Source: an optimization exercise on an open RTL-to-GDS flow (aim: small area, a short achievable clock period and few clock cycles per item). Production flows keep margins and buffers that such runs may drop. The RTL was checked by simulation tests, not by an equivalence proof against the original design. Power figures rest on the tool's default switching activity, not on a simulated workload.

==> flow/config.mk <==
export PLATFORM = sky130hd
export DESIGN_NAME = WallaceTreeMultiplier
export DESIGN_NICKNAME = WallaceTreeMultiplier
export VERILOG_FILES = /design/flow/design.v
export SDC_FILE = /design/flow/constraint.sdc
export NUM_CORES = 4
export LEC_CHECK = 0
export CAP_MARGIN = 20
export CORE_MARGIN = 2
export CORE_UTILIZATION = 40
export SLEW_MARGIN = 20
==> flow/constraint.sdc <==
create_clock -name core_clock -period 11.0 [get_ports {clk}]
set_input_delay 2.2000 -clock core_clock [delete_from_list [all_inputs] [get_ports {clk}]]
set_output_delay 2.2000 -clock core_clock [all_outputs]
set_load 0.01 [all_outputs]
==> flow/design.v <==
module WallaceTreeMultiplier (
    input                   clk,
    input                   rst,
    input  logic [31:0]     a,
    input  logic [31:0]     b,
    input  logic            start,
    input  logic [1:0]      mul_type,
    output logic            done,
    output logic [63:0]     p
);
  localparam logic [2:0] IDLE = 3'd0, G0 = 3'd1, G1 = 3'd2, G2 = 3'd3, G3 = 3'd4,
                         FIN = 3'd5, DN = 3'd6;
  logic [2:0]  st;
  logic        done_q;   
  logic [32:0] A;        
  logic        corr;     
  logic [31:0] PB;       
  logic [32:0] S, C;  
  logic [7:0]  Ls, Lc;   
  logic        n3d;      
  wire sa = (mul_type == 2'b01) || (mul_type == 2'b10);
  wire sb = (mul_type == 2'b01);
  wire grp = (st == G0) || (st == G1) || (st == G2) || (st == G3);
  function automatic logic [2:0] benc(input logic x2, input logic x1, input logic x0);
    benc = {x2, (x2 & ~x1 & ~x0) | (~x2 & x1 & x0), x1 ^ x0};
  endfunction
  logic [3:0] neg;
  wire [8:0] bn = (st == IDLE) ? {b[7:0], 1'b0} : PB[15:7];
  logic [3:0] neg_l, one_l, two_l;
  always_ff @(posedge clk) begin
    for (int k = 0; k < 4; k++)
      {neg_l[k], two_l[k], one_l[k]} <= benc(bn[2*k+2], bn[2*k+1], bn[2*k]);
  end
  wire [3:0] neg_h = neg_l, one_h = one_l, two_h = two_l;
  assign neg = neg_l;
  wire [34:0] Ae = {A[32], A[32], A};
  wire [35:0] Ae2 = {Ae, 1'b0};
  wire [34:0] m0 = {({18{one_h[0]}} & Ae[34:17]) | ({18{two_h[0]}} & Ae2[34:17]),
                       ({17{one_l[0]}} & Ae[16:0]) | ({17{two_l[0]}} & Ae2[16:0])};
  wire [34:0] r0 = {~(m0[34] ^ neg_h[0]), m0[33:17] ^ {17{neg_h[0]}}, m0[16:0] ^ {17{neg_l[0]}}};
  wire [34:0] m1 = {({18{one_h[1]}} & Ae[34:17]) | ({18{two_h[1]}} & Ae2[34:17]),
                       ({17{one_l[1]}} & Ae[16:0]) | ({17{two_l[1]}} & Ae2[16:0])};
  wire [34:0] r1 = {~(m1[34] ^ neg_h[1]), m1[33:17] ^ {17{neg_h[1]}}, m1[16:0] ^ {17{neg_l[1]}}};
  wire [34:0] m2 = {({18{one_h[2]}} & Ae[34:17]) | ({18{two_h[2]}} & Ae2[34:17]),
                       ({17{one_l[2]}} & Ae[16:0]) | ({17{two_l[2]}} & Ae2[16:0])};
  wire [34:0] r2 = {~(m2[34] ^ neg_h[2]), m2[33:17] ^ {17{neg_h[2]}}, m2[16:0] ^ {17{neg_l[2]}}};
  wire [34:0] m3 = {({18{one_h[3]}} & Ae[34:17]) | ({18{two_h[3]}} & Ae2[34:17]),
                       ({17{one_l[3]}} & Ae[16:0]) | ({17{two_l[3]}} & Ae2[16:0])};
  wire [34:0] r3 = {~(m3[34] ^ neg_h[3]), m3[33:17] ^ {17{neg_h[3]}}, m3[16:0] ^ {17{neg_l[3]}}};
  logic [132:0] tfs, tfc;
  logic [9:0] ths, thc;
  assign tfs[0] = S[0] ^ C[0] ^ neg_l[0];
  assign tfc[0] = (S[0] & C[0]) | (S[0] & neg_l[0]) | (C[0] & neg_l[0]);
  assign ths[0] = S[2] ^ C[2];
  assign thc[0] = S[2] & C[2];
  assign ths[1] = S[3] ^ C[3];
  assign thc[1] = S[3] & C[3];
  assign tfs[1] = S[4] ^ C[4] ^ neg_l[2];
  assign tfc[1] = (S[4] & C[4]) | (S[4] & neg_l[2]) | (C[4] & neg_l[2]);
  assign ths[2] = r0[4] ^ r1[2];
  assign thc[2] = r0[4] & r1[2];
  assign tfs[2] = S[5] ^ C[5] ^ r0[5];
  assign tfc[2] = (S[5] & C[5]) | (S[5] & r0[5]) | (C[5] & r0[5]);
  assign ths[3] = r1[3] ^ r2[1];
  assign thc[3] = r1[3] & r2[1];
  assign tfs[3] = S[6] ^ C[6] ^ r0[6];
  assign tfc[3] = (S[6] & C[6]) | (S[6] & r0[6]) | (C[6] & r0[6]);
  assign tfs[4] = r1[4] ^ r2[2] ^ r3[0];
  assign tfc[4] = (r1[4] & r2[2]) | (r1[4] & r3[0]) | (r2[2] & r3[0]);
  assign tfs[5] = S[7] ^ C[7] ^ r0[7];
  assign tfc[5] = (S[7] & C[7]) | (S[7] & r0[7]) | (C[7] & r0[7]);
  assign tfs[6] = r1[5] ^ r2[3] ^ r3[1];
  assign tfc[6] = (r1[5] & r2[3]) | (r1[5] & r3[1]) | (r2[3] & r3[1]);
  assign tfs[7] = S[8] ^ C[8] ^ r0[8];
  assign tfc[7] = (S[8] & C[8]) | (S[8] & r0[8]) | (C[8] & r0[8]);
  assign tfs[8] = r1[6] ^ r2[4] ^ r3[2];
  assign tfc[8] = (r1[6] & r2[4]) | (r1[6] & r3[2]) | (r2[4] & r3[2]);
  assign tfs[9] = S[9] ^ C[9] ^ r0[9];
  assign tfc[9] = (S[9] & C[9]) | (S[9] & r0[9]) | (C[9] & r0[9]);
  assign tfs[10] = r1[7] ^ r2[5] ^ r3[3];
  assign tfc[10] = (r1[7] & r2[5]) | (r1[7] & r3[3]) | (r2[5] & r3[3]);
  assign tfs[11] = S[10] ^ C[10] ^ r0[10];
  assign tfc[11] = (S[10] & C[10]) | (S[10] & r0[10]) | (C[10] & r0[10]);
  assign tfs[12] = r1[8] ^ r2[6] ^ r3[4];
  assign tfc[12] = (r1[8] & r2[6]) | (r1[8] & r3[4]) | (r2[6] & r3[4]);
  assign tfs[13] = S[11] ^ C[11] ^ r0[11];
  assign tfc[13] = (S[11] & C[11]) | (S[11] & r0[11]) | (C[11] & r0[11]);
  assign tfs[14] = r1[9] ^ r2[7] ^ r3[5];
  assign tfc[14] = (r1[9] & r2[7]) | (r1[9] & r3[5]) | (r2[7] & r3[5]);
  assign tfs[15] = S[12] ^ C[12] ^ r0[12];
  assign tfc[15] = (S[12] & C[12]) | (S[12] & r0[12]) | (C[12] & r0[12]);
  assign tfs[16] = r1[10] ^ r2[8] ^ r3[6];
  assign tfc[16] = (r1[10] & r2[8]) | (r1[10] & r3[6]) | (r2[8] & r3[6]);
  assign tfs[17] = S[13] ^ C[13] ^ r0[13];
  assign tfc[17] = (S[13] & C[13]) | (S[13] & r0[13]) | (C[13] & r0[13]);
  assign tfs[18] = r1[11] ^ r2[9] ^ r3[7];
  assign tfc[18] = (r1[11] & r2[9]) | (r1[11] & r3[7]) | (r2[9] & r3[7]);
  assign tfs[19] = S[14] ^ C[14] ^ r0[14];
  assign tfc[19] = (S[14] & C[14]) | (S[14] & r0[14]) | (C[14] & r0[14]);
  assign tfs[20] = r1[12] ^ r2[10] ^ r3[8];
  assign tfc[20] = (r1[12] & r2[10]) | (r1[12] & r3[8]) | (r2[10] & r3[8]);
  assign tfs[21] = S[15] ^ C[15] ^ r0[15];
  assign tfc[21] = (S[15] & C[15]) | (S[15] & r0[15]) | (C[15] & r0[15]);
  assign tfs[22] = r1[13] ^ r2[11] ^ r3[9];
  assign tfc[22] = (r1[13] & r2[11]) | (r1[13] & r3[9]) | (r2[11] & r3[9]);
  assign tfs[23] = S[16] ^ C[16] ^ r0[16];
  assign tfc[23] = (S[16] & C[16]) | (S[16] & r0[16]) | (C[16] & r0[16]);
  assign tfs[24] = r1[14] ^ r2[12] ^ r3[10];
  assign tfc[24] = (r1[14] & r2[12]) | (r1[14] & r3[10]) | (r2[12] & r3[10]);
  assign tfs[25] = S[17] ^ C[17] ^ r0[17];
  assign tfc[25] = (S[17] & C[17]) | (S[17] & r0[17]) | (C[17] & r0[17]);
  assign tfs[26] = r1[15] ^ r2[13] ^ r3[11];
  assign tfc[26] = (r1[15] & r2[13]) | (r1[15] & r3[11]) | (r2[13] & r3[11]);
  assign tfs[27] = S[18] ^ C[18] ^ r0[18];
  assign tfc[27] = (S[18] & C[18]) | (S[18] & r0[18]) | (C[18] & r0[18]);
  assign tfs[28] = r1[16] ^ r2[14] ^ r3[12];
  assign tfc[28] = (r1[16] & r2[14]) | (r1[16] & r3[12]) | (r2[14] & r3[12]);
  assign tfs[29] = S[19] ^ C[19] ^ r0[19];
  assign tfc[29] = (S[19] & C[19]) | (S[19] & r0[19]) | (C[19] & r0[19]);
  assign tfs[30] = r1[17] ^ r2[15] ^ r3[13];
  assign tfc[30] = (r1[17] & r2[15]) | (r1[17] & r3[13]) | (r2[15] & r3[13]);
  assign tfs[31] = S[20] ^ C[20] ^ r0[20];
  assign tfc[31] = (S[20] & C[20]) | (S[20] & r0[20]) | (C[20] & r0[20]);
  assign tfs[32] = r1[18] ^ r2[16] ^ r3[14];
  assign tfc[32] = (r1[18] & r2[16]) | (r1[18] & r3[14]) | (r2[16] & r3[14]);
  assign tfs[33] = S[21] ^ C[21] ^ r0[21];
  assign tfc[33] = (S[21] & C[21]) | (S[21] & r0[21]) | (C[21] & r0[21]);
  assign tfs[34] = r1[19] ^ r2[17] ^ r3[15];
  assign tfc[34] = (r1[19] & r2[17]) | (r1[19] & r3[15]) | (r2[17] & r3[15]);
  assign tfs[35] = S[22] ^ C[22] ^ r0[22];
  assign tfc[35] = (S[22] & C[22]) | (S[22] & r0[22]) | (C[22] & r0[22]);
  assign tfs[36] = r1[20] ^ r2[18] ^ r3[16];
  assign tfc[36] = (r1[20] & r2[18]) | (r1[20] & r3[16]) | (r2[18] & r3[16]);
  assign tfs[37] = S[23] ^ C[23] ^ r0[23];
  assign tfc[37] = (S[23] & C[23]) | (S[23] & r0[23]) | (C[23] & r0[23]);
  assign tfs[38] = r1[21] ^ r2[19] ^ r3[17];
  assign tfc[38] = (r1[21] & r2[19]) | (r1[21] & r3[17]) | (r2[19] & r3[17]);
  assign tfs[39] = S[24] ^ C[24] ^ r0[24];
  assign tfc[39] = (S[24] & C[24]) | (S[24] & r0[24]) | (C[24] & r0[24]);
  assign tfs[40] = r1[22] ^ r2[20] ^ r3[18];
  assign tfc[40] = (r1[22] & r2[20]) | (r1[22] & r3[18]) | (r2[20] & r3[18]);
  assign tfs[41] = S[25] ^ C[25] ^ r0[25];
  assign tfc[41] = (S[25] & C[25]) | (S[25] & r0[25]) | (C[25] & r0[25]);
  assign tfs[42] = r1[23] ^ r2[21] ^ r3[19];
  assign tfc[42] = (r1[23] & r2[21]) | (r1[23] & r3[19]) | (r2[21] & r3[19]);
  assign tfs[43] = S[26] ^ C[26] ^ r0[26];
  assign tfc[43] = (S[26] & C[26]) | (S[26] & r0[26]) | (C[26] & r0[26]);
  assign tfs[44] = r1[24] ^ r2[22] ^ r3[20];
  assign tfc[44] = (r1[24] & r2[22]) | (r1[24] & r3[20]) | (r2[22] & r3[20]);
  assign tfs[45] = S[27] ^ C[27] ^ r0[27];
  assign tfc[45] = (S[27] & C[27]) | (S[27] & r0[27]) | (C[27] & r0[27]);
  assign tfs[46] = r1[25] ^ r2[23] ^ r3[21];
  assign tfc[46] = (r1[25] & r2[23]) | (r1[25] & r3[21]) | (r2[23] & r3[21]);
  assign tfs[47] = S[28] ^ C[28] ^ r0[28];
  assign tfc[47] = (S[28] & C[28]) | (S[28] & r0[28]) | (C[28] & r0[28]);
  assign tfs[48] = r1[26] ^ r2[24] ^ r3[22];
  assign tfc[48] = (r1[26] & r2[24]) | (r1[26] & r3[22]) | (r2[24] & r3[22]);
  assign tfs[49] = S[29] ^ C[29] ^ r0[29];
  assign tfc[49] = (S[29] & C[29]) | (S[29] & r0[29]) | (C[29] & r0[29]);
  assign tfs[50] = r1[27] ^ r2[25] ^ r3[23];
  assign tfc[50] = (r1[27] & r2[25]) | (r1[27] & r3[23]) | (r2[25] & r3[23]);
  assign tfs[51] = S[30] ^ C[30] ^ r0[30];
  assign tfc[51] = (S[30] & C[30]) | (S[30] & r0[30]) | (C[30] & r0[30]);
  assign tfs[52] = r1[28] ^ r2[26] ^ r3[24];
  assign tfc[52] = (r1[28] & r2[26]) | (r1[28] & r3[24]) | (r2[26] & r3[24]);
  assign tfs[53] = S[31] ^ C[31] ^ r0[31];
  assign tfc[53] = (S[31] & C[31]) | (S[31] & r0[31]) | (C[31] & r0[31]);
  assign tfs[54] = r1[29] ^ r2[27] ^ r3[25];
  assign tfc[54] = (r1[29] & r2[27]) | (r1[29] & r3[25]) | (r2[27] & r3[25]);
  assign tfs[55] = S[32] ^ C[32] ^ r0[32];
  assign tfc[55] = (S[32] & C[32]) | (S[32] & r0[32]) | (C[32] & r0[32]);
  assign tfs[56] = r1[30] ^ r2[28] ^ r3[26];
  assign tfc[56] = (r1[30] & r2[28]) | (r1[30] & r3[26]) | (r2[28] & r3[26]);
  assign tfs[57] = 1'b1 ^ r0[33] ^ r1[31];
  assign tfc[57] = (1'b1 & r0[33]) | (1'b1 & r1[31]) | (r0[33] & r1[31]);
  assign ths[4] = r2[29] ^ r3[27];
  assign thc[4] = r2[29] & r3[27];
  assign tfs[58] = r0[34] ^ r1[32] ^ r2[30];
  assign tfc[58] = (r0[34] & r1[32]) | (r0[34] & r2[30]) | (r1[32] & r2[30]);
  assign ths[5] = 1'b1 ^ r1[33];
  assign thc[5] = 1'b1 & r1[33];
  assign ths[6] = r0[0] ^ tfs[0];
  assign thc[6] = r0[0] & tfs[0];
  assign tfs[59] = S[1] ^ C[1] ^ tfc[0];
  assign tfc[59] = (S[1] & C[1]) | (S[1] & tfc[0]) | (C[1] & tfc[0]);
  assign tfs[60] = neg_l[1] ^ ths[0] ^ r0[2];
  assign tfc[60] = (neg_l[1] & ths[0]) | (neg_l[1] & r0[2]) | (ths[0] & r0[2]);
  assign tfs[61] = thc[0] ^ ths[1] ^ r0[3];
  assign tfc[61] = (thc[0] & ths[1]) | (thc[0] & r0[3]) | (ths[1] & r0[3]);
  assign tfs[62] = thc[1] ^ r2[0] ^ tfs[1];
  assign tfc[62] = (thc[1] & r2[0]) | (thc[1] & tfs[1]) | (r2[0] & tfs[1]);
  assign tfs[63] = tfc[1] ^ thc[2] ^ ths[3];
  assign tfc[63] = (tfc[1] & thc[2]) | (tfc[1] & ths[3]) | (thc[2] & ths[3]);
  assign tfs[64] = thc[3] ^ tfc[2] ^ tfs[3];
  assign tfc[64] = (thc[3] & tfc[2]) | (thc[3] & tfs[3]) | (tfc[2] & tfs[3]);
  assign tfs[65] = tfc[3] ^ tfc[4] ^ tfs[5];
  assign tfc[65] = (tfc[3] & tfc[4]) | (tfc[3] & tfs[5]) | (tfc[4] & tfs[5]);
  assign tfs[66] = tfc[5] ^ tfc[6] ^ tfs[7];
  assign tfc[66] = (tfc[5] & tfc[6]) | (tfc[5] & tfs[7]) | (tfc[6] & tfs[7]);
  assign tfs[67] = tfc[7] ^ tfc[8] ^ tfs[9];
  assign tfc[67] = (tfc[7] & tfc[8]) | (tfc[7] & tfs[9]) | (tfc[8] & tfs[9]);
  assign tfs[68] = tfc[9] ^ tfc[10] ^ tfs[11];
  assign tfc[68] = (tfc[9] & tfc[10]) | (tfc[9] & tfs[11]) | (tfc[10] & tfs[11]);
  assign tfs[69] = tfc[11] ^ tfc[12] ^ tfs[13];
  assign tfc[69] = (tfc[11] & tfc[12]) | (tfc[11] & tfs[13]) | (tfc[12] & tfs[13]);
  assign tfs[70] = tfc[13] ^ tfc[14] ^ tfs[15];
  assign tfc[70] = (tfc[13] & tfc[14]) | (tfc[13] & tfs[15]) | (tfc[14] & tfs[15]);
  assign tfs[71] = tfc[15] ^ tfc[16] ^ tfs[17];
  assign tfc[71] = (tfc[15] & tfc[16]) | (tfc[15] & tfs[17]) | (tfc[16] & tfs[17]);
  assign tfs[72] = tfc[17] ^ tfc[18] ^ tfs[19];
  assign tfc[72] = (tfc[17] & tfc[18]) | (tfc[17] & tfs[19]) | (tfc[18] & tfs[19]);
  assign tfs[73] = tfc[19] ^ tfc[20] ^ tfs[21];
  assign tfc[73] = (tfc[19] & tfc[20]) | (tfc[19] & tfs[21]) | (tfc[20] & tfs[21]);
  assign tfs[74] = tfc[21] ^ tfc[22] ^ tfs[23];
  assign tfc[74] = (tfc[21] & tfc[22]) | (tfc[21] & tfs[23]) | (tfc[22] & tfs[23]);
  assign tfs[75] = tfc[23] ^ tfc[24] ^ tfs[25];
  assign tfc[75] = (tfc[23] & tfc[24]) | (tfc[23] & tfs[25]) | (tfc[24] & tfs[25]);
  assign tfs[76] = tfc[25] ^ tfc[26] ^ tfs[27];
  assign tfc[76] = (tfc[25] & tfc[26]) | (tfc[25] & tfs[27]) | (tfc[26] & tfs[27]);
  assign tfs[77] = tfc[27] ^ tfc[28] ^ tfs[29];
  assign tfc[77] = (tfc[27] & tfc[28]) | (tfc[27] & tfs[29]) | (tfc[28] & tfs[29]);
  assign tfs[78] = tfc[29] ^ tfc[30] ^ tfs[31];
  assign tfc[78] = (tfc[29] & tfc[30]) | (tfc[29] & tfs[31]) | (tfc[30] & tfs[31]);
  assign tfs[79] = tfc[31] ^ tfc[32] ^ tfs[33];
  assign tfc[79] = (tfc[31] & tfc[32]) | (tfc[31] & tfs[33]) | (tfc[32] & tfs[33]);
  assign tfs[80] = tfc[33] ^ tfc[34] ^ tfs[35];
  assign tfc[80] = (tfc[33] & tfc[34]) | (tfc[33] & tfs[35]) | (tfc[34] & tfs[35]);
  assign tfs[81] = tfc[35] ^ tfc[36] ^ tfs[37];
  assign tfc[81] = (tfc[35] & tfc[36]) | (tfc[35] & tfs[37]) | (tfc[36] & tfs[37]);
  assign tfs[82] = tfc[37] ^ tfc[38] ^ tfs[39];
  assign tfc[82] = (tfc[37] & tfc[38]) | (tfc[37] & tfs[39]) | (tfc[38] & tfs[39]);
  assign tfs[83] = tfc[39] ^ tfc[40] ^ tfs[41];
  assign tfc[83] = (tfc[39] & tfc[40]) | (tfc[39] & tfs[41]) | (tfc[40] & tfs[41]);
  assign tfs[84] = tfc[41] ^ tfc[42] ^ tfs[43];
  assign tfc[84] = (tfc[41] & tfc[42]) | (tfc[41] & tfs[43]) | (tfc[42] & tfs[43]);
  assign tfs[85] = tfc[43] ^ tfc[44] ^ tfs[45];
  assign tfc[85] = (tfc[43] & tfc[44]) | (tfc[43] & tfs[45]) | (tfc[44] & tfs[45]);
  assign tfs[86] = tfc[45] ^ tfc[46] ^ tfs[47];
  assign tfc[86] = (tfc[45] & tfc[46]) | (tfc[45] & tfs[47]) | (tfc[46] & tfs[47]);
  assign tfs[87] = tfc[47] ^ tfc[48] ^ tfs[49];
  assign tfc[87] = (tfc[47] & tfc[48]) | (tfc[47] & tfs[49]) | (tfc[48] & tfs[49]);
  assign tfs[88] = tfc[49] ^ tfc[50] ^ tfs[51];
  assign tfc[88] = (tfc[49] & tfc[50]) | (tfc[49] & tfs[51]) | (tfc[50] & tfs[51]);
  assign tfs[89] = tfc[51] ^ tfc[52] ^ tfs[53];
  assign tfc[89] = (tfc[51] & tfc[52]) | (tfc[51] & tfs[53]) | (tfc[52] & tfs[53]);
  assign tfs[90] = tfc[53] ^ tfc[54] ^ tfs[55];
  assign tfc[90] = (tfc[53] & tfc[54]) | (tfc[53] & tfs[55]) | (tfc[54] & tfs[55]);
  assign tfs[91] = ths[4] ^ tfc[55] ^ tfc[56];
  assign tfc[91] = (ths[4] & tfc[55]) | (ths[4] & tfc[56]) | (tfc[55] & tfc[56]);
  assign tfs[92] = r3[28] ^ thc[4] ^ tfc[57];
  assign tfc[92] = (r3[28] & thc[4]) | (r3[28] & tfc[57]) | (thc[4] & tfc[57]);
  assign tfs[93] = r2[31] ^ r3[29] ^ ths[5];
  assign tfc[93] = (r2[31] & r3[29]) | (r2[31] & ths[5]) | (r3[29] & ths[5]);
  assign tfs[94] = r1[34] ^ r2[32] ^ r3[30];
  assign tfc[94] = (r1[34] & r2[32]) | (r1[34] & r3[30]) | (r2[32] & r3[30]);
  assign ths[7] = 1'b1 ^ r2[33];
  assign thc[7] = 1'b1 & r2[33];
  assign ths[8] = k8 ^ ths[6];
  assign thc[8] = k8 & ths[6];
  assign tfs[95] = r0[1] ^ thc[6] ^ tfs[59];
  assign tfc[95] = (r0[1] & thc[6]) | (r0[1] & tfs[59]) | (thc[6] & tfs[59]);
  assign tfs[96] = r1[0] ^ tfc[59] ^ tfs[60];
  assign tfc[96] = (r1[0] & tfc[59]) | (r1[0] & tfs[60]) | (tfc[59] & tfs[60]);
  assign tfs[97] = r1[1] ^ tfc[60] ^ tfs[61];
  assign tfc[97] = (r1[1] & tfc[60]) | (r1[1] & tfs[61]) | (tfc[60] & tfs[61]);
  assign tfs[98] = ths[2] ^ tfc[61] ^ tfs[62];
  assign tfc[98] = (ths[2] & tfc[61]) | (ths[2] & tfs[62]) | (tfc[61] & tfs[62]);
  assign tfs[99] = tfc[62] ^ tfs[2] ^ tfs[63];
  assign tfc[99] = (tfc[62] & tfs[2]) | (tfc[62] & tfs[63]) | (tfs[2] & tfs[63]);
  assign tfs[100] = tfs[4] ^ tfc[63] ^ tfs[64];
  assign tfc[100] = (tfs[4] & tfc[63]) | (tfs[4] & tfs[64]) | (tfc[63] & tfs[64]);
  assign tfs[101] = tfs[6] ^ tfc[64] ^ tfs[65];
  assign tfc[101] = (tfs[6] & tfc[64]) | (tfs[6] & tfs[65]) | (tfc[64] & tfs[65]);
  assign tfs[102] = tfs[8] ^ tfc[65] ^ tfs[66];
  assign tfc[102] = (tfs[8] & tfc[65]) | (tfs[8] & tfs[66]) | (tfc[65] & tfs[66]);
  assign tfs[103] = tfs[10] ^ tfc[66] ^ tfs[67];
  assign tfc[103] = (tfs[10] & tfc[66]) | (tfs[10] & tfs[67]) | (tfc[66] & tfs[67]);
  assign tfs[104] = tfs[12] ^ tfc[67] ^ tfs[68];
  assign tfc[104] = (tfs[12] & tfc[67]) | (tfs[12] & tfs[68]) | (tfc[67] & tfs[68]);
  assign tfs[105] = tfs[14] ^ tfc[68] ^ tfs[69];
  assign tfc[105] = (tfs[14] & tfc[68]) | (tfs[14] & tfs[69]) | (tfc[68] & tfs[69]);
  assign tfs[106] = tfs[16] ^ tfc[69] ^ tfs[70];
  assign tfc[106] = (tfs[16] & tfc[69]) | (tfs[16] & tfs[70]) | (tfc[69] & tfs[70]);
  assign tfs[107] = tfs[18] ^ tfc[70] ^ tfs[71];
  assign tfc[107] = (tfs[18] & tfc[70]) | (tfs[18] & tfs[71]) | (tfc[70] & tfs[71]);
  assign tfs[108] = tfs[20] ^ tfc[71] ^ tfs[72];
  assign tfc[108] = (tfs[20] & tfc[71]) | (tfs[20] & tfs[72]) | (tfc[71] & tfs[72]);
  assign tfs[109] = tfs[22] ^ tfc[72] ^ tfs[73];
  assign tfc[109] = (tfs[22] & tfc[72]) | (tfs[22] & tfs[73]) | (tfc[72] & tfs[73]);
  assign tfs[110] = tfs[24] ^ tfc[73] ^ tfs[74];
  assign tfc[110] = (tfs[24] & tfc[73]) | (tfs[24] & tfs[74]) | (tfc[73] & tfs[74]);
  assign tfs[111] = tfs[26] ^ tfc[74] ^ tfs[75];
  assign tfc[111] = (tfs[26] & tfc[74]) | (tfs[26] & tfs[75]) | (tfc[74] & tfs[75]);
  assign tfs[112] = tfs[28] ^ tfc[75] ^ tfs[76];
  assign tfc[112] = (tfs[28] & tfc[75]) | (tfs[28] & tfs[76]) | (tfc[75] & tfs[76]);
  assign tfs[113] = tfs[30] ^ tfc[76] ^ tfs[77];
  assign tfc[113] = (tfs[30] & tfc[76]) | (tfs[30] & tfs[77]) | (tfc[76] & tfs[77]);
  assign tfs[114] = tfs[32] ^ tfc[77] ^ tfs[78];
  assign tfc[114] = (tfs[32] & tfc[77]) | (tfs[32] & tfs[78]) | (tfc[77] & tfs[78]);
  assign tfs[115] = tfs[34] ^ tfc[78] ^ tfs[79];
  assign tfc[115] = (tfs[34] & tfc[78]) | (tfs[34] & tfs[79]) | (tfc[78] & tfs[79]);
  assign tfs[116] = tfs[36] ^ tfc[79] ^ tfs[80];
  assign tfc[116] = (tfs[36] & tfc[79]) | (tfs[36] & tfs[80]) | (tfc[79] & tfs[80]);
  assign tfs[117] = tfs[38] ^ tfc[80] ^ tfs[81];
  assign tfc[117] = (tfs[38] & tfc[80]) | (tfs[38] & tfs[81]) | (tfc[80] & tfs[81]);
  assign tfs[118] = tfs[40] ^ tfc[81] ^ tfs[82];
  assign tfc[118] = (tfs[40] & tfc[81]) | (tfs[40] & tfs[82]) | (tfc[81] & tfs[82]);
  assign tfs[119] = tfs[42] ^ tfc[82] ^ tfs[83];
  assign tfc[119] = (tfs[42] & tfc[82]) | (tfs[42] & tfs[83]) | (tfc[82] & tfs[83]);
  assign tfs[120] = tfs[44] ^ tfc[83] ^ tfs[84];
  assign tfc[120] = (tfs[44] & tfc[83]) | (tfs[44] & tfs[84]) | (tfc[83] & tfs[84]);
  assign tfs[121] = tfs[46] ^ tfc[84] ^ tfs[85];
  assign tfc[121] = (tfs[46] & tfc[84]) | (tfs[46] & tfs[85]) | (tfc[84] & tfs[85]);
  assign tfs[122] = tfs[48] ^ tfc[85] ^ tfs[86];
  assign tfc[122] = (tfs[48] & tfc[85]) | (tfs[48] & tfs[86]) | (tfc[85] & tfs[86]);
  assign tfs[123] = tfs[50] ^ tfc[86] ^ tfs[87];
  assign tfc[123] = (tfs[50] & tfc[86]) | (tfs[50] & tfs[87]) | (tfc[86] & tfs[87]);
  assign tfs[124] = tfs[52] ^ tfc[87] ^ tfs[88];
  assign tfc[124] = (tfs[52] & tfc[87]) | (tfs[52] & tfs[88]) | (tfc[87] & tfs[88]);
  assign tfs[125] = tfs[54] ^ tfc[88] ^ tfs[89];
  assign tfc[125] = (tfs[54] & tfc[88]) | (tfs[54] & tfs[89]) | (tfc[88] & tfs[89]);
  assign tfs[126] = tfs[56] ^ tfc[89] ^ tfs[90];
  assign tfc[126] = (tfs[56] & tfc[89]) | (tfs[56] & tfs[90]) | (tfc[89] & tfs[90]);
  assign tfs[127] = tfs[57] ^ tfs[91] ^ tfc[90];
  assign tfc[127] = (tfs[57] & tfs[91]) | (tfs[57] & tfc[90]) | (tfs[91] & tfc[90]);
  assign tfs[128] = tfs[58] ^ tfc[91] ^ tfs[92];
  assign tfc[128] = (tfs[58] & tfc[91]) | (tfs[58] & tfs[92]) | (tfc[91] & tfs[92]);
  assign tfs[129] = tfc[58] ^ tfs[93] ^ tfc[92];
  assign tfc[129] = (tfc[58] & tfs[93]) | (tfc[58] & tfc[92]) | (tfs[93] & tfc[92]);
  assign tfs[130] = thc[5] ^ tfs[94] ^ tfc[93];
  assign tfc[130] = (thc[5] & tfs[94]) | (thc[5] & tfc[93]) | (tfs[94] & tfc[93]);
  assign tfs[131] = r3[31] ^ ths[7] ^ tfc[94];
  assign tfc[131] = (r3[31] & ths[7]) | (r3[31] & tfc[94]) | (ths[7] & tfc[94]);
  assign tfs[132] = r2[34] ^ r3[32] ^ thc[7];
  assign tfc[132] = (r2[34] & r3[32]) | (r2[34] & thc[7]) | (r3[32] & thc[7]);
  assign ths[9] = 1'b1 ^ r3[33];
  assign thc[9] = 1'b1 & r3[33];
  wire [42:0] ts = {1'b0, 1'b1, r3[34], ths[9], tfs[132], tfs[131], tfs[130], tfc[128], tfc[127], tfc[126], tfc[125], tfc[124], tfc[123], tfc[122], tfc[121], tfc[120], tfc[119], tfc[118], tfc[117], tfc[116], tfc[115], tfc[114], tfc[113], tfc[112], tfc[111], tfc[110], tfc[109], tfc[108], tfc[107], tfc[106], tfc[105], tfc[104], tfc[103], tfc[102], tfc[101], tfc[100], tfc[99], tfc[98], tfc[97], tfc[96], tfc[95], thc[8], ths[8]};
  wire [42:0] tc = {1'b0, 1'b0, thc[9], tfc[132], tfc[131], tfc[130], tfc[129], tfs[129], tfs[128], tfs[127], tfs[126], tfs[125], tfs[124], tfs[123], tfs[122], tfs[121], tfs[120], tfs[119], tfs[118], tfs[117], tfs[116], tfs[115], tfs[114], tfs[113], tfs[112], tfs[111], tfs[110], tfs[109], tfs[108], tfs[107], tfs[106], tfs[105], tfs[104], tfs[103], tfs[102], tfs[101], tfs[100], tfs[99], tfs[98], tfs[97], tfs[96], tfs[95], lo_c8};
  wire x6 = Ls[6] ^ Lc[6] ^ n3d;
  wire k7 = (Ls[6] & Lc[6]) | (Ls[6] & n3d) | (Lc[6] & n3d);
  wire x7 = Ls[7] ^ Lc[7] ^ k7;
  wire k8 = (Ls[7] & Lc[7]) | (Ls[7] & k7) | (Lc[7] & k7);
  wire [31:0] ca = corr ? A[31:0] : 32'd0;
  wire [31:0] fu = S[31:0] ^ C[31:0] ^ ca;
  wire [31:0] fv = ((S[31:0] ^ C[31:0]) & ca) | (S[31:0] & C[31:0]);
  wire [39:0] ax = {fu, x7, x6, Ls[5:0]};
  wire [39:0] ay = {fv[30:0], k8, 2'b00, Lc[5:0]};
  logic [39:0] ad_s;
  logic ad_co;
  logic [40:0] ad_c;   
  always_comb begin
    logic [40:0] g, p;
    g = {ax & ay, 1'b0};
    p = {ax ^ ay, 1'b0};
    begin
      logic [40:0] g0, p0;
      g0 = g; p0 = p;
      g[1] = g0[1] | (p0[1] & g0[0]); p[1] = p0[1] & p0[0];
      g[2] = g0[2] | (p0[2] & g0[1]); p[2] = p0[2] & p0[1];
      g[3] = g0[3] | (p0[3] & g0[2]); p[3] = p0[3] & p0[2];
      g[4] = g0[4] | (p0[4] & g0[3]); p[4] = p0[4] & p0[3];
      g[5] = g0[5] | (p0[5] & g0[4]); p[5] = p0[5] & p0[4];
      g[6] = g0[6] | (p0[6] & g0[5]); p[6] = p0[6] & p0[5];
      g[7] = g0[7] | (p0[7] & g0[6]); p[7] = p0[7] & p0[6];
      g[8] = g0[8] | (p0[8] & g0[7]); p[8] = p0[8] & p0[7];
      g[9] = g0[9] | (p0[9] & g0[8]); p[9] = p0[9] & p0[8];
      g[10] = g0[10] | (p0[10] & g0[9]); p[10] = p0[10] & p0[9];
      g[11] = g0[11] | (p0[11] & g0[10]); p[11] = p0[11] & p0[10];
      g[12] = g0[12] | (p0[12] & g0[11]); p[12] = p0[12] & p0[11];
      g[13] = g0[13] | (p0[13] & g0[12]); p[13] = p0[13] & p0[12];
      g[14] = g0[14] | (p0[14] & g0[13]); p[14] = p0[14] & p0[13];
      g[15] = g0[15] | (p0[15] & g0[14]); p[15] = p0[15] & p0[14];
      g[16] = g0[16] | (p0[16] & g0[15]); p[16] = p0[16] & p0[15];
      g[17] = g0[17] | (p0[17] & g0[16]); p[17] = p0[17] & p0[16];
      g[18] = g0[18] | (p0[18] & g0[17]); p[18] = p0[18] & p0[17];
      g[19] = g0[19] | (p0[19] & g0[18]); p[19] = p0[19] & p0[18];
      g[20] = g0[20] | (p0[20] & g0[19]); p[20] = p0[20] & p0[19];
      g[21] = g0[21] | (p0[21] & g0[20]); p[21] = p0[21] & p0[20];
      g[22] = g0[22] | (p0[22] & g0[21]); p[22] = p0[22] & p0[21];
      g[23] = g0[23] | (p0[23] & g0[22]); p[23] = p0[23] & p0[22];
      g[24] = g0[24] | (p0[24] & g0[23]); p[24] = p0[24] & p0[23];
      g[25] = g0[25] | (p0[25] & g0[24]); p[25] = p0[25] & p0[24];
      g[26] = g0[26] | (p0[26] & g0[25]); p[26] = p0[26] & p0[25];
      g[27] = g0[27] | (p0[27] & g0[26]); p[27] = p0[27] & p0[26];
      g[28] = g0[28] | (p0[28] & g0[27]); p[28] = p0[28] & p0[27];
      g[29] = g0[29] | (p0[29] & g0[28]); p[29] = p0[29] & p0[28];
      g[30] = g0[30] | (p0[30] & g0[29]); p[30] = p0[30] & p0[29];
      g[31] = g0[31] | (p0[31] & g0[30]); p[31] = p0[31] & p0[30];
      g[32] = g0[32] | (p0[32] & g0[31]); p[32] = p0[32] & p0[31];
      g[33] = g0[33] | (p0[33] & g0[32]); p[33] = p0[33] & p0[32];
      g[34] = g0[34] | (p0[34] & g0[33]); p[34] = p0[34] & p0[33];
      g[35] = g0[35] | (p0[35] & g0[34]); p[35] = p0[35] & p0[34];
      g[36] = g0[36] | (p0[36] & g0[35]); p[36] = p0[36] & p0[35];
      g[37] = g0[37] | (p0[37] & g0[36]); p[37] = p0[37] & p0[36];
      g[38] = g0[38] | (p0[38] & g0[37]); p[38] = p0[38] & p0[37];
      g[39] = g0[39] | (p0[39] & g0[38]); p[39] = p0[39] & p0[38];
      g[40] = g0[40] | (p0[40] & g0[39]); p[40] = p0[40] & p0[39];
    end
    begin
      logic [40:0] g0, p0;
      g0 = g; p0 = p;
      g[2] = g0[2] | (p0[2] & g0[0]); p[2] = p0[2] & p0[0];
      g[3] = g0[3] | (p0[3] & g0[1]); p[3] = p0[3] & p0[1];
      g[4] = g0[4] | (p0[4] & g0[2]); p[4] = p0[4] & p0[2];
      g[5] = g0[5] | (p0[5] & g0[3]); p[5] = p0[5] & p0[3];
      g[6] = g0[6] | (p0[6] & g0[4]); p[6] = p0[6] & p0[4];
      g[7] = g0[7] | (p0[7] & g0[5]); p[7] = p0[7] & p0[5];
      g[8] = g0[8] | (p0[8] & g0[6]); p[8] = p0[8] & p0[6];
      g[9] = g0[9] | (p0[9] & g0[7]); p[9] = p0[9] & p0[7];
      g[10] = g0[10] | (p0[10] & g0[8]); p[10] = p0[10] & p0[8];
      g[11] = g0[11] | (p0[11] & g0[9]); p[11] = p0[11] & p0[9];
      g[12] = g0[12] | (p0[12] & g0[10]); p[12] = p0[12] & p0[10];
      g[13] = g0[13] | (p0[13] & g0[11]); p[13] = p0[13] & p0[11];
      g[14] = g0[14] | (p0[14] & g0[12]); p[14] = p0[14] & p0[12];
      g[15] = g0[15] | (p0[15] & g0[13]); p[15] = p0[15] & p0[13];
      g[16] = g0[16] | (p0[16] & g0[14]); p[16] = p0[16] & p0[14];
      g[17] = g0[17] | (p0[17] & g0[15]); p[17] = p0[17] & p0[15];
      g[18] = g0[18] | (p0[18] & g0[16]); p[18] = p0[18] & p0[16];
      g[19] = g0[19] | (p0[19] & g0[17]); p[19] = p0[19] & p0[17];
      g[20] = g0[20] | (p0[20] & g0[18]); p[20] = p0[20] & p0[18];
      g[21] = g0[21] | (p0[21] & g0[19]); p[21] = p0[21] & p0[19];
      g[22] = g0[22] | (p0[22] & g0[20]); p[22] = p0[22] & p0[20];
      g[23] = g0[23] | (p0[23] & g0[21]); p[23] = p0[23] & p0[21];
      g[24] = g0[24] | (p0[24] & g0[22]); p[24] = p0[24] & p0[22];
      g[25] = g0[25] | (p0[25] & g0[23]); p[25] = p0[25] & p0[23];
      g[26] = g0[26] | (p0[26] & g0[24]); p[26] = p0[26] & p0[24];
      g[27] = g0[27] | (p0[27] & g0[25]); p[27] = p0[27] & p0[25];
      g[28] = g0[28] | (p0[28] & g0[26]); p[28] = p0[28] & p0[26];
      g[29] = g0[29] | (p0[29] & g0[27]); p[29] = p0[29] & p0[27];
      g[30] = g0[30] | (p0[30] & g0[28]); p[30] = p0[30] & p0[28];
      g[31] = g0[31] | (p0[31] & g0[29]); p[31] = p0[31] & p0[29];
      g[32] = g0[32] | (p0[32] & g0[30]); p[32] = p0[32] & p0[30];
      g[33] = g0[33] | (p0[33] & g0[31]); p[33] = p0[33] & p0[31];
      g[34] = g0[34] | (p0[34] & g0[32]); p[34] = p0[34] & p0[32];
      g[35] = g0[35] | (p0[35] & g0[33]); p[35] = p0[35] & p0[33];
      g[36] = g0[36] | (p0[36] & g0[34]); p[36] = p0[36] & p0[34];
      g[37] = g0[37] | (p0[37] & g0[35]); p[37] = p0[37] & p0[35];
      g[38] = g0[38] | (p0[38] & g0[36]); p[38] = p0[38] & p0[36];
      g[39] = g0[39] | (p0[39] & g0[37]); p[39] = p0[39] & p0[37];
      g[40] = g0[40] | (p0[40] & g0[38]); p[40] = p0[40] & p0[38];
    end
    begin
      logic [40:0] g0, p0;
      g0 = g; p0 = p;
      g[4] = g0[4] | (p0[4] & g0[0]); p[4] = p0[4] & p0[0];
      g[5] = g0[5] | (p0[5] & g0[1]); p[5] = p0[5] & p0[1];
      g[6] = g0[6] | (p0[6] & g0[2]); p[6] = p0[6] & p0[2];
      g[7] = g0[7] | (p0[7] & g0[3]); p[7] = p0[7] & p0[3];
      g[8] = g0[8] | (p0[8] & g0[4]); p[8] = p0[8] & p0[4];
      g[9] = g0[9] | (p0[9] & g0[5]); p[9] = p0[9] & p0[5];
      g[10] = g0[10] | (p0[10] & g0[6]); p[10] = p0[10] & p0[6];
      g[11] = g0[11] | (p0[11] & g0[7]); p[11] = p0[11] & p0[7];
      g[12] = g0[12] | (p0[12] & g0[8]); p[12] = p0[12] & p0[8];
      g[13] = g0[13] | (p0[13] & g0[9]); p[13] = p0[13] & p0[9];
      g[14] = g0[14] | (p0[14] & g0[10]); p[14] = p0[14] & p0[10];
      g[15] = g0[15] | (p0[15] & g0[11]); p[15] = p0[15] & p0[11];
      g[16] = g0[16] | (p0[16] & g0[12]); p[16] = p0[16] & p0[12];
      g[17] = g0[17] | (p0[17] & g0[13]); p[17] = p0[17] & p0[13];
      g[18] = g0[18] | (p0[18] & g0[14]); p[18] = p0[18] & p0[14];
      g[19] = g0[19] | (p0[19] & g0[15]); p[19] = p0[19] & p0[15];
      g[20] = g0[20] | (p0[20] & g0[16]); p[20] = p0[20] & p0[16];
      g[21] = g0[21] | (p0[21] & g0[17]); p[21] = p0[21] & p0[17];
      g[22] = g0[22] | (p0[22] & g0[18]); p[22] = p0[22] & p0[18];
      g[23] = g0[23] | (p0[23] & g0[19]); p[23] = p0[23] & p0[19];
      g[24] = g0[24] | (p0[24] & g0[20]); p[24] = p0[24] & p0[20];
      g[25] = g0[25] | (p0[25] & g0[21]); p[25] = p0[25] & p0[21];
      g[26] = g0[26] | (p0[26] & g0[22]); p[26] = p0[26] & p0[22];
      g[27] = g0[27] | (p0[27] & g0[23]); p[27] = p0[27] & p0[23];
      g[28] = g0[28] | (p0[28] & g0[24]); p[28] = p0[28] & p0[24];
      g[29] = g0[29] | (p0[29] & g0[25]); p[29] = p0[29] & p0[25];
      g[30] = g0[30] | (p0[30] & g0[26]); p[30] = p0[30] & p0[26];
      g[31] = g0[31] | (p0[31] & g0[27]); p[31] = p0[31] & p0[27];
      g[32] = g0[32] | (p0[32] & g0[28]); p[32] = p0[32] & p0[28];
      g[33] = g0[33] | (p0[33] & g0[29]); p[33] = p0[33] & p0[29];
      g[34] = g0[34] | (p0[34] & g0[30]); p[34] = p0[34] & p0[30];
      g[35] = g0[35] | (p0[35] & g0[31]); p[35] = p0[35] & p0[31];
      g[36] = g0[36] | (p0[36] & g0[32]); p[36] = p0[36] & p0[32];
      g[37] = g0[37] | (p0[37] & g0[33]); p[37] = p0[37] & p0[33];
      g[38] = g0[38] | (p0[38] & g0[34]); p[38] = p0[38] & p0[34];
      g[39] = g0[39] | (p0[39] & g0[35]); p[39] = p0[39] & p0[35];
      g[40] = g0[40] | (p0[40] & g0[36]); p[40] = p0[40] & p0[36];
    end
    begin
      logic [40:0] g0, p0;
      g0 = g; p0 = p;
      g[8] = g0[8] | (p0[8] & g0[0]); p[8] = p0[8] & p0[0];
      g[9] = g0[9] | (p0[9] & g0[1]); p[9] = p0[9] & p0[1];
      g[10] = g0[10] | (p0[10] & g0[2]); p[10] = p0[10] & p0[2];
      g[11] = g0[11] | (p0[11] & g0[3]); p[11] = p0[11] & p0[3];
      g[12] = g0[12] | (p0[12] & g0[4]); p[12] = p0[12] & p0[4];
      g[13] = g0[13] | (p0[13] & g0[5]); p[13] = p0[13] & p0[5];
      g[14] = g0[14] | (p0[14] & g0[6]); p[14] = p0[14] & p0[6];
      g[15] = g0[15] | (p0[15] & g0[7]); p[15] = p0[15] & p0[7];
      g[16] = g0[16] | (p0[16] & g0[8]); p[16] = p0[16] & p0[8];
      g[17] = g0[17] | (p0[17] & g0[9]); p[17] = p0[17] & p0[9];
      g[18] = g0[18] | (p0[18] & g0[10]); p[18] = p0[18] & p0[10];
      g[19] = g0[19] | (p0[19] & g0[11]); p[19] = p0[19] & p0[11];
      g[20] = g0[20] | (p0[20] & g0[12]); p[20] = p0[20] & p0[12];
      g[21] = g0[21] | (p0[21] & g0[13]); p[21] = p0[21] & p0[13];
      g[22] = g0[22] | (p0[22] & g0[14]); p[22] = p0[22] & p0[14];
      g[23] = g0[23] | (p0[23] & g0[15]); p[23] = p0[23] & p0[15];
      g[24] = g0[24] | (p0[24] & g0[16]); p[24] = p0[24] & p0[16];
      g[25] = g0[25] | (p0[25] & g0[17]); p[25] = p0[25] & p0[17];
      g[26] = g0[26] | (p0[26] & g0[18]); p[26] = p0[26] & p0[18];
      g[27] = g0[27] | (p0[27] & g0[19]); p[27] = p0[27] & p0[19];
      g[28] = g0[28] | (p0[28] & g0[20]); p[28] = p0[28] & p0[20];
      g[29] = g0[29] | (p0[29] & g0[21]); p[29] = p0[29] & p0[21];
      g[30] = g0[30] | (p0[30] & g0[22]); p[30] = p0[30] & p0[22];
      g[31] = g0[31] | (p0[31] & g0[23]); p[31] = p0[31] & p0[23];
      g[32] = g0[32] | (p0[32] & g0[24]); p[32] = p0[32] & p0[24];
      g[33] = g0[33] | (p0[33] & g0[25]); p[33] = p0[33] & p0[25];
      g[34] = g0[34] | (p0[34] & g0[26]); p[34] = p0[34] & p0[26];
      g[35] = g0[35] | (p0[35] & g0[27]); p[35] = p0[35] & p0[27];
      g[36] = g0[36] | (p0[36] & g0[28]); p[36] = p0[36] & p0[28];
      g[37] = g0[37] | (p0[37] & g0[29]); p[37] = p0[37] & p0[29];
      g[38] = g0[38] | (p0[38] & g0[30]); p[38] = p0[38] & p0[30];
      g[39] = g0[39] | (p0[39] & g0[31]); p[39] = p0[39] & p0[31];
      g[40] = g0[40] | (p0[40] & g0[32]); p[40] = p0[40] & p0[32];
    end
    begin
      logic [40:0] g0, p0;
      g0 = g; p0 = p;
      g[16] = g0[16] | (p0[16] & g0[0]); p[16] = p0[16] & p0[0];
      g[17] = g0[17] | (p0[17] & g0[1]); p[17] = p0[17] & p0[1];
      g[18] = g0[18] | (p0[18] & g0[2]); p[18] = p0[18] & p0[2];
      g[19] = g0[19] | (p0[19] & g0[3]); p[19] = p0[19] & p0[3];
      g[20] = g0[20] | (p0[20] & g0[4]); p[20] = p0[20] & p0[4];
      g[21] = g0[21] | (p0[21] & g0[5]); p[21] = p0[21] & p0[5];
      g[22] = g0[22] | (p0[22] & g0[6]); p[22] = p0[22] & p0[6];
      g[23] = g0[23] | (p0[23] & g0[7]); p[23] = p0[23] & p0[7];
      g[24] = g0[24] | (p0[24] & g0[8]); p[24] = p0[24] & p0[8];
      g[25] = g0[25] | (p0[25] & g0[9]); p[25] = p0[25] & p0[9];
      g[26] = g0[26] | (p0[26] & g0[10]); p[26] = p0[26] & p0[10];
      g[27] = g0[27] | (p0[27] & g0[11]); p[27] = p0[27] & p0[11];
      g[28] = g0[28] | (p0[28] & g0[12]); p[28] = p0[28] & p0[12];
      g[29] = g0[29] | (p0[29] & g0[13]); p[29] = p0[29] & p0[13];
      g[30] = g0[30] | (p0[30] & g0[14]); p[30] = p0[30] & p0[14];
      g[31] = g0[31] | (p0[31] & g0[15]); p[31] = p0[31] & p0[15];
      g[32] = g0[32] | (p0[32] & g0[16]); p[32] = p0[32] & p0[16];
      g[33] = g0[33] | (p0[33] & g0[17]); p[33] = p0[33] & p0[17];
      g[34] = g0[34] | (p0[34] & g0[18]); p[34] = p0[34] & p0[18];
      g[35] = g0[35] | (p0[35] & g0[19]); p[35] = p0[35] & p0[19];
      g[36] = g0[36] | (p0[36] & g0[20]); p[36] = p0[36] & p0[20];
      g[37] = g0[37] | (p0[37] & g0[21]); p[37] = p0[37] & p0[21];
      g[38] = g0[38] | (p0[38] & g0[22]); p[38] = p0[38] & p0[22];
      g[39] = g0[39] | (p0[39] & g0[23]); p[39] = p0[39] & p0[23];
      g[40] = g0[40] | (p0[40] & g0[24]); p[40] = p0[40] & p0[24];
    end
    begin
      logic [40:0] g0, p0;
      g0 = g; p0 = p;
      g[32] = g0[32] | (p0[32] & g0[0]); p[32] = p0[32] & p0[0];
      g[33] = g0[33] | (p0[33] & g0[1]); p[33] = p0[33] & p0[1];
      g[34] = g0[34] | (p0[34] & g0[2]); p[34] = p0[34] & p0[2];
      g[35] = g0[35] | (p0[35] & g0[3]); p[35] = p0[35] & p0[3];
      g[36] = g0[36] | (p0[36] & g0[4]); p[36] = p0[36] & p0[4];
      g[37] = g0[37] | (p0[37] & g0[5]); p[37] = p0[37] & p0[5];
      g[38] = g0[38] | (p0[38] & g0[6]); p[38] = p0[38] & p0[6];
      g[39] = g0[39] | (p0[39] & g0[7]); p[39] = p0[39] & p0[7];
      g[40] = g0[40] | (p0[40] & g0[8]); p[40] = p0[40] & p0[8];
    end
    ad_s = (ax ^ ay) ^ g[39:0];
    ad_co = g[40];
    ad_c = g;
  end
  wire [7:0] lo = ad_s[7:0];
  wire lo_c8 = ad_c[8];
  wire [31:0] phi = ad_s[39:8];
  wire zop = (A == 33'd0) || (PB == 32'd0);
  always_ff @(posedge clk) begin
    if (rst) begin
      st <= IDLE;
      done_q <= 1'b0;
    end
    else begin
      done_q <= (st == FIN) || (st == G0 && zop) || (st == DN && start);
      case (st)
        IDLE: if (start) st <= G0;
        G0: st <= zop ? DN : G1;
        G1: st <= G2;
        G2: st <= G3;
        G3: st <= FIN;
        FIN: st <= DN;
        DN: if (!start) st <= IDLE;
        default: st <= IDLE;
      endcase
    end
  end
  wire zclr = (st == G0) && zop;
  always_ff @(posedge clk) begin
    A <= {sa & a[31], a};
    corr <= ~sb & b[31];
    C <= grp ? tc[40:8] : 33'd1 << 32;
    Ls <= grp ? ts[7:0] : 8'd0;
    Lc <= grp ? tc[7:0] : 8'd0;
    n3d <= grp ? neg[3] : 1'b0;
    if (st == IDLE) PB <= b;
    else if (zclr) PB <= '0;
    else if (grp || st == FIN) PB <= {lo, PB[31:8]};
    if (zclr) S <= '0;
    else if (st == IDLE) S <= 33'd1 << 32;
    else if (grp) S <= ts[40:8];
    else if (st == FIN) S[31:0] <= phi;
  end
  assign done = done_q;
  assign p = {S[31:0], PB};
endmodule
==> flow/flow/run.sh <==
#!/bin/bash
# Standard layout, with timing repair asked to leave a larger setup margin,
# plain buffers (not delay buffers) on the ports, and no dummy clock loads.
export SETUP_SLACK_MARGIN=7.8
export BUFFER_PORTS_ARGS="-buffer_cell sky130_fd_sc_hd__buf_1"
export CTS_ARGS="-sink_clustering_enable -repair_clock_nets -dont_use_dummy_load"
bash standard.sh > standard_run.log 2>&1
==> flow/standard.sh <==
#!/bin/bash
# synth_recipe.tcl (not shown) runs the flow's synth.tcl, then flattens the netlist and writes it again
# the make line also repeats each setting of config.mk as NAME=value (left out here)
make -C /OpenROAD-flow-scripts/flow DESIGN_CONFIG=/design/flow/config.mk WORK_HOME=/design/flow/orfs CLKGATE_MAP_FILE= SYNTH_SCRIPT=/design/flow/synth_recipe.tcl "${@:-finish}"
==> results of run 1 <==
==> worst max-delay path by stage <==
stage | cells past startpoint | endpoint | slack [ns] | start
after global placement | 13 | S[15] | 7.02 | corr
after global routing | 13 | S[29] | 7.62 | corr
after detailed placement | 13 | S[15] | 6.93 | corr
final | 14 | S[29] | 7.73 | corr
after floorplan | 14 | S[26] | 7.79 | corr
after CTS | 1 | p[14] | 7.71 | PB[14]
==> critical path: cells and delay by family, from the launching register on <==
family                   cells  cell delay [ns]
AO/OA/AOI/OAI                5             0.87
XOR/XNOR                     1             0.15
adder cells (fa/ha/maj)      2             0.78
buffers and inverters        2             0.29
flip-flops                   1             0.42
AND/OR/NAND/NOR              4             0.62
==> state kept, by name (all words and copies together), names as in the netlist <==
register	flops
A	33
corr	1
Lc	8
n3d	1
C	33
neg_l	4
one_l	4
two_l	4
S	33
Ls	8
PB	32
st	3
done_q	1
==> layer usage <==
metal / vias up / GRT usage / wire, um
li1: 5154 / - / -
met3: 79 / 0.0718 / 4490
met5: - / 0 / 17
met4: 2 / 0.0981 / 1640
met2: 581 / 0.395 / 20700
met1: 5695 / 0.330 / 19100
==> area by class of cell <==
type                       instances  area (um2)
multi-input combinational       1053       10000
sequential                       165        3810
fill                            3323       18100
tap                              455         569
antenna                            1        2.50
clock buffer                      17         425
inverter                          73         274
timing repair buffer             239        1460
==> cell families (layout without fill, tap and decap cells) <==
| family | count (synthesis) | after routing | synth area share |
|---|---|---|---|
| mux | 5 | 5 | 0.00354 |
| flops | 165 | 165 | 0.256 |
| other cells | 0 | 1 | 0 |
| fa+ha+maj | 214 | 214 | 0.277 |
| simple gates | 298 | 298 | 0.105 |
| buf+inv | 232 | 329 | 0.0700 |
| compound gates | 360 | 360 | 0.180 |
| xor+xnor | 176 | 176 | 0.109 |
==> synthesized netlist by cell type (all sizes together) (13+ instances only) <==
cell type / n
a21o: 26
nor4: 16
nor2: 48
a22o: 25
o21ai: 46
inv: 73
a22oi: 134
nor3: 13
a21oi: 61
edfxtp: 32
nand2: 95
and3: 49
dfxtp: 133
buf: 35
xnor2: 147
xor2: 29
clkbuf: 124
and2: 30
fa: 165
ha: 49
==> metrics by stage <==
step                power (W)  hold WS (ns)  worst slack (ns)
global route          0.00546         0.567              7.62
finish                0.00498         0.540              7.73
detailed placement    0.00416         0.580              6.93
CTS                   0.00484         0.552              7.71
global placement      0.00412         0.582              7.02
floorplan             0.00322         0.520              7.79
==> what timing repair did <==
action / CTS / global route
endpoints found under the setup margin: 119 / 100
gates resized for setup: 189 / 81
hold buffers: 0 / 0
pin swaps: 22 / 24
buffers inserted: 49 / 38
==> power by group through the flow <==
| stage | clock [W] | combinational, W | sequential, W |
|---|---|---|---|
| after floorplan | 0 | 0.00231 | 0.000907 |
| after global placement | 0 | 0.00303 | 0.00108 |
| after detailed placement | 0 | 0.00307 | 0.00109 |
| after CTS | 0.000510 | 0.00326 | 0.00107 |
| after global routing | 0.000530 | 0.00386 | 0.00107 |
| final | 0.000495 | 0.00343 | 0.00105 |
==> results.json, run 1 <==
{
  "status": "no timing/DRC/antenna violations",
  "syn_area_um2": 14100,
  "critical_path.startpoint_type": "flip-flop",
  "antenna_found_initial": 2,
  "slowest_stage": "fa_1",
  "reg2reg_slack_ns": 7.73,
  "slowest_delay_ns": 0.45,
  "io_buffers": 133,
  "drc": 0,
  "synth_area_leaders": "fa_1 23%, dfxtp_1 19%, xnor2_1 9.1%",
  "postLayoutCellArea_um2": 16600,
  "final-max-slew-violation-count": 0,
  "final_common_cell": "fa_1",
  "clock-root-buffer": "clkbuf_16",
  "core_um2": 34700,
  "tritoncts": "done",
  "clock_path_buffers": 2,
  "gp_congestion": 0.890,
  "finalSetupTns_ns": 0,
  "r2r-end": "S[29]",
  "grt_pass1_wl_mm": 69.6,
  "vias_per_cell": 5.75,
  "grt_overflow_total": 0,
  "synth_top_area_share": 0.233,
  "maxSlewHeadroom": 0.469,
  "power.switching_fraction": 0.465,
  "die_y_um": 192,
  "ant_nets": 0,
  "switchingPower_w": 0.00232,
  "drt-total-wl_mm": 46.0,
  "clockPowerShare": 0.099,
  "die_area_um2": 36900,
  "synthArstFlopShare": 0,
  "finClkSkew_ns": 0.0212,
  "cp_max_fo": 8,
  "r2r_cells": 14,
  "grt_pass1_vias": 11700,
  "cp.arrival_ns": 3.58,
  "drtIter0Drc": 1007,
  "cap_violations": 0,
  "synth_edf_count": 32,
  "start_util": 0.408,
  "avgSynthCellArea_um2": 9.76,
  "synth_area_leader_cell": "fa_1",
  "placedCellCount": 1898,
  "num_rows": 68,
  "synth_nets": 1733,
  "syn_inst": 1450,
  "reg2reg_from": "corr",
  "critPathKind": "flip-flop to flip-flop",
  "post-route-util": 0.477,
  "max_freq_mhz": 306,
  "syn_to_final_growth_pct": 17.1,
  "final-setup-viol-count": 0,
  "fin_crit_ns": 3.27,
  "worstHoldPathCells": 2,
  "p_seq_frac": 0.211,
  "min-delay-path-class": "flip-flop to flip-flop",
  "hpwl_mm": 32.1,
  "hold_violations": 0,
  "num-nets-final": 1832,
  "stdcell_count": 2003,
  "holdPathEnd": "S[0]",
  "htree_levels": 4,
  "ys_seq_area_frac": 0.256,
  "die_w_um": 192,
  "synth_ff_type": "dfxtp_1",
  "layout_common_cells": "162 x fa_1, 145 x xnor2_1, 133 x a22oi_1",
  "num_vias": 11500,
  "clkTransAtPathRegs_ns": 0.06,
  "grt.total_usage": 0.252,
  "clkSinkCount": 165,
  "p_comb_frac": 0.689,
  "dr.pass1.iters": 6,
  "ys_types": 57,
  "hold_start": "S[0]",
  "powerDensity_nw_per_um2": 301,
  "layout-drive-gt1-share": 0.209,
  "grt_max_degree": 53,
  "p_int_w": 0.00266,
  "worst_slew_pin_slew_ns": 0.793,
  "end_kind": "flip-flop",
  "ir_drop_uv": 141,
  "rsz0062_at_grt": "true",
  "clkLatencyLatePin_ns": 0.45,
  "drt-wirelength-per-cell_um": 23.0,
  "fin_crit_sh": 0.297,
  "yosys_warnings": 1,
  "crit_path_cell_trace": "buf_8 > and2_4 > fa_1 > ha_4 > nand2_4 > buf_4 > nor4_4 > o31ai_4 > a311o_1 > nand3_2 > a21bo_4 > a31oi_4 > xor2_1 > o22ai_1",
  "required_ns": 11.31,
  "leakage_nw": 6.93,
  "cts-buffers-inserted": 17,
  "synth_seq_cells": 165,
  "ioPinCount": 134,
  "place_area_um2": 14700
}
Testbench counts, summed over its fixed seeds: cycles 15,028, items 2,000.
==> run 2: changes to the inputs <==
==> flow/flow/run.sh (replaced) <==
#!/bin/bash
# Standard layout, with timing repair asked to leave a larger setup margin,
# plain buffers (not delay buffers) on the ports, and no dummy clock loads.
export SETUP_SLACK_MARGIN=7.7
export BUFFER_PORTS_ARGS="-buffer_cell sky130_fd_sc_hd__buf_1"
export CTS_ARGS="-sink_clustering_enable -repair_clock_nets -dont_use_dummy_load"
bash standard.sh > standard_run.log 2>&1
==> run 2 against run 1 <==
Compared with the run above: count of clock-buffer cells in the layout unchanged; area after synthesis unchanged; worst hold slack better by 0.0025 ns; still clean on timing, DRC and antenna; sequential cell count unchanged; largest power group unchanged; synthesized cell count unchanged; routed wire length down 0.49%; clock skew up 0.013 ns; via count down 1.8%; core utilization down 2.1 points; first-iteration DRC count up 1.6%; critical path type unchanged; register-to-register slack worse by 0.04 ns.
==> results.json, run 2 <==
{
  "drtIter0Drc": 1023,
  "ys_seq_area_frac": 0.256,
  "die_area_um2": 36900,
  "r2r_cells": 13,
  "final-max-slew-violation-count": 0,
  "start_util": 0.408,
  "layout-drive-gt1-share": 0.133,
  "dr.pass1.iters": 5,
  "drt-wirelength-per-cell_um": 23.5,
  "synth_area_leaders": "fa_1 23%, dfxtp_1 19%, xnor2_1 9.1%",
  "drc": 0,
  "num-nets-final": 1775,
  "fin_crit_sh": 0.301,
  "finClkSkew_ns": 0.0345,
  "die_y_um": 192,
  "worst_slew_pin_slew_ns": 1.09,
  "finalSetupTns_ns": 0,
  "num_vias": 11300,
  "leakage_nw": 6.42,
  "slowest_stage": "fa_1",
  "holdWs_ns": 0.543,
  "use_met1": 0.345,
  "critical_path.startpoint_type": "flip-flop",
  "holdPathEnd": "S[3]",
  "worstHoldPathCells": 2,
  "multi_input_area_um2": 9910,
  "core_um2": 34700,
  "synth_top_area_share": 0.233,
  "clock_path_buffers": 2,
  "reg2reg_from": "corr",
  "synth_nets": 1733,
  "grt_max_degree": 53,
  "io_buffers": 133,
  "fin_crit_ns": 3.31,
  "status": "no timing/DRC/antenna violations",
  "grt_pass1_wl_mm": 69.4,
  "n_antenna_cell": 0,
  "synth_seq_cells": 165,
  "path_buf_inv": 1,
  "drt-total-wl_mm": 45.8,
  "cp_max_fo": 8,
  "syn_inst": 1450,
  "ioPinCount": 134,
  "min-delay-path-class": "flip-flop to flip-flop",
  "ir_drop_uv": 129,
  "ys_types": 57,
  "synth_edf_count": 32,
  "max_freq_mhz": 302,
  "met3_usage": 0.0446,
  "layout_common_cells": "163 x fa_1, 147 x xnor2_1, 134 x a22oi_1",
  "critPathKind": "flip-flop to flip-flop",
  "r2r-end": "S[30]",
  "grt_overflow_total": 0,
  "synth_commonest_cells": "165 x fa_1, 147 x xnor2_1, 134 x a22oi_1",
  "gp_congestion": 0.876,
  "clock-root-buffer": "clkbuf_16",
  "grt.total_usage": 0.251,
  "cap_violations": 0,
  "place_area_um2": 14700,
  "cts_hold_buf": 0,
  "synth_area_leader_cell": "fa_1",
  "postLayoutCellArea_um2": 15800,
  "vias_per_cell": 5.81,
  "cts-buffers-inserted": 17,
  "clkSinkCount": 165,
  "num_rows": 68,
  "final-setup-viol-count": 0,
  "reg_top3": "A (33), C (33), S (33)",
  "die_w_um": 192,
  "syn_area_um2": 14100,
  "hold_violations": 0,
  "yosys_warnings": 1,
  "required_ns": 11.40,
  "cp.arrival_ns": 3.70,
  "powerDensity_nw_per_um2": 308,
  "num-fill-cells": 3360,
  "crit_path_cell_trace": "buf_4 > and2_1 > fa_1 > ha_4 > a21o_1 > a31oi_2 > o22ai_1 > nor2_1 > o31ai_4 > a31oi_4 > o41ai_4 > or4_1 > nand3_1",
  "grt.busiest_layer": "met2",
  "synth_ff_type": "dfxtp_1",
  "syn_to_final_growth_pct": 11.9,
  "clkLatencyLatePin_ns": 0.46,
  "yosysMostFrequentCell": "fa_1",
  "hpwl_mm": 31.9,
  "tritoncts": "done",
  "slowest_delay_ns": 0.52,
  "rsz0062_at_grt": "true",
  "ant_nets": 0,
  "post-route-util": 0.456,
  "avgSynthCellArea_um2": 9.76,
  "htree_levels": 4,
  "grtUsageMet2": 0.397,
  "clkTransAtPathRegs_ns": 0.07,
  "antenna_found_initial": 0,
  "total_power_w": 0.00487,
  "reg2reg_slack_ns": 7.69,
  "seq_area_um2": 3740,
  "final_common_cell": "fa_1",
  "hold_start": "S[3]",
  "end_kind": "flip-flop",
  "grt_pass1_vias": 11600,
  "critical-path-top-delay-family": "compound AO/OA/AOI/OAI gates",
  "maxSlewHeadroom": 0.270,
  "synthArstFlopShare": 0
}
[run 2: cell counts after synthesis]
No cell type changed its count.
[run 2: cell families (layout without fill, tap and decap cells)]
kind of cell | Yosys count | after routing | share of synthesized area
simple gates | 298 | 298 | 0.105
flops | 165 | 165 | 0.256
fa+ha+maj | 214 | 214 | 0.277
buf+inv | 232 | 272 | 0.0700
mux | 5 | 5 | 0.00354
xor+xnor | 176 | 176 | 0.109
compound gates | 360 | 360 | 0.180
[run 2: cell type report]
class	instances	share of cell area
Timing Repair Buffer	182	0.0577
Multi-Input combinational cell	1053	0.626
Sequential cell	165	0.236
Tap cell	455	0.0360
Inverter	73	0.0173
Clock buffer	17	0.0269
[run 2: worst reg2reg max path, delay by kind of cell (launching register included)]
family / cells / cell delay [ns]
compound gates: 6 / 1.01
simple gates: 4 / 0.94
fa+ha+maj: 2 / 0.76
flops: 1 / 0.39
buf+inv: 1 / 0.16
[run 2: power breakdown]
part / total (W) / switching, W / internal [W]
sequential: 0.00111 / 0.000310 / 0.000795
combinational: 0.00326 / 0.00177 / 0.00149
clock: 0.000507 / 0.000239 / 0.000268
[run 2: what timing repair did]
item,CTS,global route
gates resized for setup,89,63
pin swaps,6,15
buffers inserted,16,17
gates cloned,0,0
endpoints found under the setup margin,74,63
[run 2: per-stage QoR]
stage | setup WS [ns] | cells
global placement | 6.96 | 1895
floorplan | 7.70 | 1450
finish | 7.69 | 1945
global route | 7.53 | 1945
detailed placement | 6.84 | 1895
CTS | 7.64 | 1928
[run 2: routing by layer]
| layer | part of all wire | up-vias | routed length, um |
|---|---|---|---|
| met5 | 0 | - | 0 |
| met4 | 0.032 | 0 | 1470 |
| met3 | 0.079 | 85 | 3640 |
| met2 | 0.45 | 527 | 20700 |
| met1 | 0.44 | 5656 | 19900 |
| li1 | - | 5041 | - |
[run 2: worst max path at each step]
stage | from | to | slack, ns | cells past startpoint
after floorplan | corr | S[26] | 7.70 | 14
after global placement | corr | S[26] | 6.96 | 13
after detailed placement | corr | S[26] | 6.84 | 13
after CTS | corr | S[30] | 7.64 | 13
after global routing | corr | S[30] | 7.53 | 13
final | corr | S[30] | 7.69 | 13

-- port drivers added, routing unchanged --
How much do the figures lean on ideal ports? The routed layouts below were timed once more, with nothing changed but the port constraints.
Step 1 sets driving cells, clkbuf_16 on the clock port and buf_2 on the other inputs (assumed; they add their load-dependent delay and slew).
Step 2 also shifts input and output timing later by t, the mid clock arrival at the registers, as if the neighbouring blocks saw the same clock.
Slacks: no drivers / after step 1 / after step 2; pairs: no drivers / after step 1.
| run | t (ns) | setup slack, ns | worst data-port slew with drivers (ns) |
|---|---|---|---|
| run 1 | 0.486 | 7.735 / 7.718 / 7.735 | 0.06 |
| run 2 | 0.489 | 7.693 / 7.677 / 7.693 | 0.05 |
After both steps every run listed still meets setup and hold.
